From an optimization exercise on the open Yosys and OpenROAD flow, aimed at small area, a short achievable clock period and few clock cycles per item; shortcuts taken in it are not production practice. Function was checked by simulation only, so behaviour that the tests miss may differ from the original. No activity file was given, so power comes from the tool's default toggle rates.

## DSP_CONV1D
module DSP_CONV1D #(
    parameter AXI_DATA_WIDTH = 32,
    parameter AXI_ADDR_WIDTH = 5,  
    parameter DSP_DATA_WIDTH = 32,
    parameter MAX_CONV_LEN = 256,
    parameter MAX_KERNEL_LEN = 32
)(
    input  s_axi_clk,
    input  s_axi_resetn,  
    input  [AXI_ADDR_WIDTH-1:0] s_axi_awaddr,
    input  s_axi_awvalid,
    output reg s_axi_awready,
    input  [AXI_DATA_WIDTH-1:0] s_axi_wdata,
    input  [AXI_DATA_WIDTH/8-1:0] s_axi_wstrb,
    input  s_axi_wvalid,
    output reg s_axi_wready,
    output reg  s_axi_bvalid,
    input  s_axi_bready,
    output reg [1:0] s_axi_bresp,
    input  [AXI_ADDR_WIDTH-1:0] s_axi_araddr,
    input  s_axi_arvalid,
    output reg s_axi_arready,
    output reg [AXI_DATA_WIDTH-1:0] s_axi_rdata,
    output reg [1:0] s_axi_rresp,
    output reg s_axi_rvalid,
    input  s_axi_rready,
    output interrupt_o,
    output reg [DSP_DATA_WIDTH-1:0] dsp_mem_addr_o,
    input  [DSP_DATA_WIDTH-1:0] dsp_mem_rdata_i,
    output reg dsp_mem_req_o,
    input  dsp_mem_ack_i,
    output reg dsp_mem_we_o,
    output reg [DSP_DATA_WIDTH-1:0] dsp_mem_wdata_o
);
    localparam P   = 4;    
    localparam SW  = (P > 2) ? $clog2(P) : 1;    
    localparam R   = 6;    
    localparam FD  = 3;    
    localparam WQD = 2;    
    localparam CTRL_REG_ADDR          = 5'h00;
    localparam STATUS_REG_ADDR        = 5'h04;
    localparam DATA_IN_ADDR_REG_ADDR  = 5'h08;
    localparam KERNEL_ADDR_REG_ADDR   = 5'h0C;
    localparam DATA_OUT_ADDR_REG_ADDR = 5'h10;
    localparam DATA_LEN_REG_ADDR      = 5'h14;
    localparam KERNEL_LEN_REG_ADDR    = 5'h18;
    reg interrupt_enable_r;
    reg busy_r;
    reg done_r;
    reg error_r;
    reg [31:0] data_in_addr_r;
    reg [31:0] kernel_addr_r;
    reg [31:0] data_out_addr_r;
    reg [31:0] data_len_r;
    reg [31:0] kernel_len_r;
    reg irq_q;       
    assign interrupt_o = irq_q;
    wire axi_write_fire_w = s_axi_awvalid && s_axi_awready && s_axi_wvalid && s_axi_wready;
  ...
For scale: about 4200 cells after synthesis, ~1000 flip-flops.
clock: 9.0 ns
lec_check: 0
abc_clock_period_in_ps: 3000
cap_margin: 20
core_margin: 2
core_utilization: 40
slew_margin: 20
standard.sh (not shown) runs the stock make flow with config.mk's settings and CLKGATE_MAP_FILE= SYNTH_SCRIPT=/design/flow/synth_recipe.tcl, a recipe that flattens the netlist after the stock synthesis.
==> flow/flow/run.sh <==
#!/bin/bash
set -euo pipefail
bash standard.sh SETUP_SLACK_MARGIN=6 "BUFFER_PORTS_ARGS=-buffer_cell sky130_fd_sc_hd__buf_4" finish > standard_finish.log 2>&1
Testbench counts at the start, summed over its fixed seeds: cycles 141,951, macs 128,917.
Edit:
==> flow/flow/run.sh (replaced) <==
#!/bin/bash
set -euo pipefail
bash standard.sh SETUP_SLACK_MARGIN=5.8 "BUFFER_PORTS_ARGS=-buffer_cell sky130_fd_sc_hd__buf_4" finish > standard_finish.log 2>&1
CAP_MARGIN = 0   (was 20)
SLEW_MARGIN = 0   (was 20)
Wire length fell by a few percent.
Maximum frequency fell slightly.
Worst hold slack hardly moves.
Area after synthesis stays the same.


Starting RTL as in the previous note.
==> flow/config.mk <==
export PLATFORM = sky130hd
export DESIGN_NAME = DSP_CONV1D
export DESIGN_NICKNAME = DSP_CONV1D
export VERILOG_FILES = /design/flow/design.v
export SDC_FILE = /design/flow/constraint.sdc
export NUM_CORES = 8
export LEC_CHECK = 0
export ABC_CLOCK_PERIOD_IN_PS = 3000
export CAP_MARGIN = 20
export CORE_MARGIN = 2
export CORE_UTILIZATION = 40
export SLEW_MARGIN = 20
export TNS_END_PERCENT = 30
==> flow/constraint.sdc <==
create_clock -name core_clock -period 9.0 [get_ports {s_axi_clk}]
set_input_delay 1.8000 -clock core_clock [delete_from_list [all_inputs] [get_ports {s_axi_clk}]]
set_output_delay 1.8000 -clock core_clock [all_outputs]
set_load 0.01 [all_outputs]
==> flow/flow/run.sh <==
#!/bin/bash
set -euo pipefail
bash standard.sh SETUP_SLACK_MARGIN=5.8 "BUFFER_PORTS_ARGS=-buffer_cell sky130_fd_sc_hd__buf_4" finish > standard_finish.log 2>&1
Testbench counts at the start, summed over its fixed seeds: cycles 141,951, macs 128,917.
Rerun with:
Settings changed: TNS_END_PERCENT 30 to unset.
Result: Clock-buffer cell count grows by 8. Power shrinks by 2.8%. Non-clock buffer count fell by 5. Clock power decreases by 11%. Setup slack gets better by 41 ps. Cell area falls by 0.84%. Critical path depth decreases by 7.
Rerun with:
==> flow/flow/run.sh (replaced) <==
#!/bin/bash
set -euo pipefail
bash standard.sh SETUP_SLACK_MARGIN=5.4 "BUFFER_PORTS_ARGS=-buffer_cell sky130_fd_sc_hd__buf_4" finish > standard_finish.log 2>&1
Outcome:
- worst setup slack is worse by 330 ps
- cell area hardly moves
- routed wire length barely changes
- non-clock buffer count is lower by 11
- flip-flop and latch count does not change
- cell count stays flat
- total power is higher by 1.7%
- fmax is lower by about 9%
Rerun with:
==> flow/flow/run.sh (replaced) <==
#!/bin/bash
set -euo pipefail
bash standard.sh SETUP_SLACK_MARGIN=5.8 "BUFFER_PORTS_ARGS=-buffer_cell sky130_fd_sc_hd__buf_4" finish > standard_finish.log 2>&1
Settings changed: ABC_CLOCK_PERIOD_IN_PS 3000 to 4000.
The changed run completed with no timing, DRC or antenna violations; global-route usage stays flat; power shrinks by 1.7%; critical path depth shrinks by 9; combinational power grows by about 2%; final cell count is about the same; clock skew grows by 13 ps.
Rerun with:
Settings changed: ABC_CLOCK_PERIOD_IN_PS 4000 to 2500.
Setup slack is unchanged; combinational power is about the same; clock power barely changes; synthesized cell count stays the same; wire length stays the same; die area stays the same.

afterwards: timing with drivers on the ports:
Ports are ideal in the flow. The routed layouts listed here were re-timed in OpenROAD. Step 1 sets driving cells, clkbuf_16 on the clock port and buf_2 on the other inputs (assumed; they add their load-dependent delay and slew). Step 2, shift: input delay + t, output delay - t, t = (earliest + latest rising clock arrival at the registers) / 2. This alone moves slack from input paths to output paths. Three values: ideal, step 1, step 2; two values: the first two.
| run | t (ns) | setup WS [ns] | hold slack, ns | worst setup path at the end | worst data-port slew with drivers (ns) |
|---|---|---|---|---|---|
| the first run of note 1 | 0.780 | 5.838 / 5.769 / 5.277 | 0.348 / 0.348 / 0.348 | input to register | 0.14 |
| the second run of note 1 | 0.785 | 5.812 / 5.745 / 5.241 | 0.347 / 0.347 / 0.347 | input to register | 0.14 |
| the first run of note 2 | 0.796 | 5.776 / 5.702 / 4.906 | 0.348 / 0.348 / 0.348 | input to register | 0.14 |
| the second run of note 2 | 0.784 | 5.817 / 5.750 / 5.214 | 0.364 / 0.364 / 0.364 | input to register | 0.17 |
| the third run of note 2 | 0.796 | 5.487 / 5.487 / 4.804 | 0.302 / 0.302 / 0.302 | input to register | 0.13 |
| the fourth run of note 2 | 0.784 | 5.817 / 5.750 / 5.214 | 0.364 / 0.364 / 0.364 | input to register | 0.17 |
| the fifth run of note 2 | 0.784 | 5.817 / 5.750 / 5.214 | 0.364 / 0.364 / 0.364 | input to register | 0.17 |
After both steps every run listed still meets setup and hold. For the first run of note 2, which loses most, drivers alone change the setup slack by -0.074 ns; drivers and shift together by -0.870 ns.
